This is an optimization exercise on Yosys and OpenROAD, whose aim is a short achievable clock period and few clock cycles, not a production implementation. Function was checked by simulation only, so behaviour that the tests miss may differ from the original. Power figures rest on the tool's default switching activity, not on a simulated workload.

Setup of JK:
// Mips_Top
module Mips_Top(
    input clk, reset,
    output [31:0] imem_addr,
    input  [31:0] imem_rdata,
    output        dmem_we,
    output [31:0] dmem_addr,
    output [31:0] dmem_wdata,
    input  [31:0] dmem_rdata
    );
    reg  [9:0] pc;
    reg  [9:0] pc1;
    wire [31:0] ins = imem_rdata;
    wire [4:0]  rs = ins[25:21];
    wire [4:0]  rt = ins[20:16];
    wire d_wr, d_ld, d_st, d_mul, d_br, d_jmp, d_useimm, d_sub, d_slt;
    wire d_usea, d_useb, d_addi, d_bq;
    wire [4:0] d_dst;
    main_decoder dec(
        .ins(ins),
        .wr(d_wr), .ld(d_ld), .st(d_st), .mul(d_mul), .br(d_br),
        .jmp(d_jmp), .useimm(d_useimm), .sub(d_sub), .slt(d_slt),
        .usea(d_usea), .useb(d_useb), .addi(d_addi), .bq(d_bq),
        .dst(d_dst)
    );
    reg        e_wr, e_ld, e_st, e_mul, e_br;
    reg  [4:0] e_rd;
    reg        e_useimm, e_sub, e_slt, e_addi;
    reg [31:0] e_nimm;
    reg        e_fam, e_faw, e_fbm, e_fbw;
    reg  [9:0] e_bt, e_bt1;
    reg [31:0] e_a, e_b;
    reg [15:0] e_imm;
    reg        m_wr, m_ld, m_mul, m_st;
    reg  [4:0] m_rd;
    reg [31:0] m_res, m_addr, m_sd;
    reg [191:0] m_rows;
    reg [31:0] w_val;
    wire [31:0] rf_a, rf_b;
    wire [31:0] m_wd;
    reg_file regs(
        .clk(clk), .reset(reset),
        .we(m_wr), .wa(m_rd), .wd(m_wd),
        .ra1(rs), .ra2(rt),
        .rd1(rf_a), .rd2(rf_b)
    );
    wire hazard = e_wr & (e_ld | e_mul) &
                  ((d_usea & (rs == e_rd)) | (d_useb & (rt == e_rd)));
    localparam BI = 5;
    reg  [1:0] bht [0:(1<<BI)-1];
    wire       pred = bht[pc1[BI-1:0]][1];
    reg        e_pt;
    reg [BI-1:0] e_bi;
    reg  [31:0] zf;
    wire        e_ltu, e_za;
    wire        m_z  = m_ld ? (dmem_rdata == 32'd0) : (m_res == 32'd0);
    wire        mr_z = m_res == 32'd0;
    wire        m_k  = ~m_mul & ~m_ld;
    wire        e_zk = e_slt | e_sub | e_addi;
    wire        e_z  = e_slt ? ~e_ltu : e_sub ? e_eq : e_za;
    reg  [31:0] kz, knz;
    integer i;
    always @* begin
        for (i = 0; i < 32; i = i + 1) begin
            if (m_wr & (m_rd == i)) begin
                kz[i]  = m_k & mr_z;
                knz[i] = m_k & ~mr_z;
            end else begin
  ...
For scale: about 11000 cells after synthesis, ~160 I/O pins, ~0.10 mm^2 of cells after synthesis.
clock: 17.0 ns
lec_check: 0
abc_clock_period_in_ps: 4000
cap_margin: 20
core_margin: 2
core_utilization: 25
place_density: 0.4
setup_slack_margin: 0.5
slew_margin: 20
standard.sh (not shown) runs the stock make flow with config.mk's settings and CLKGATE_MAP_FILE= SYNTH_SCRIPT=/design/flow/synth_recipe.tcl, a recipe that flattens the netlist after the stock synthesis.
==> flow/flow/run.sh <==
#!/bin/bash
# The standard layout, with timing repair aimed well below the clock period.
set -uo pipefail
bash standard.sh SETUP_SLACK_MARGIN=12.5 TNS_END_PERCENT=100 finish > orfs_make.log 2>&1
Testbench counts of JK, summed over its fixed seeds: cycles 17,906.
The following lists how MS was set up differently from JK:
--- a/flow/config.mk
+++ b/flow/config.mk
@@ -11,2 +11,2 @@
-export CORE_UTILIZATION = 25
-export PLACE_DENSITY = 0.4
+export CORE_UTILIZATION = 30
+export PLACE_DENSITY = 0.45
## What came out
- MS: full flow OK, the timing, DRC and antenna checks passed
- Vertical extent of the die went down by a little under 10% going from JK to MS.
- Between MS and JK, the hold slack is higher for MS.
- Against JK, die width in MS fell by a little under 10%.
- Minimum clock period after layout | MS above JK
- Compared with JK, MS instantiates a smaller number of cells.
- From JK to MS the numbers moved as follows: data arrival at the endpoint of the critical path moved up; wire length after detailed routing down about 0.65%; clock latency reported for the late side of the worst-skew pair held; net count reported at finish saw little to no change.
- Sort MS and JK by combinational fraction of design power, descending, and JK comes first.

port drivers added, routing unchanged:
The results above use ideal ports. As a check the final layouts listed here were re-extracted and re-timed, cells and wires unchanged. Step 1 (the two cells are an assumption about what drives the block):
set clk [get_ports {clk}]
set_driving_cell -lib_cell sky130_fd_sc_hd__clkbuf_16 $clk
set_driving_cell -lib_cell sky130_fd_sc_hd__buf_2 [delete_from_list [all_inputs] $clk]
Step 2 also shifts input and output timing later by t, the mid clock arrival at the registers, as if the neighbouring blocks saw the same clock. Slacks: no drivers / after step 1 / after step 2; pairs: no drivers / after step 1.
run | shift t [ns] | slack for setup (ns) | cell pins on the clock port's net
JK | 1.057 | 11.991 / 11.923 / 11.006 | 1
MS | 1.038 | 11.874 / 11.811 / 10.881 | 1
After both steps every run listed still meets setup and hold. The setup slack of MS, which loses most, moves by -0.063 ns with the drivers and by -0.993 ns with both steps.
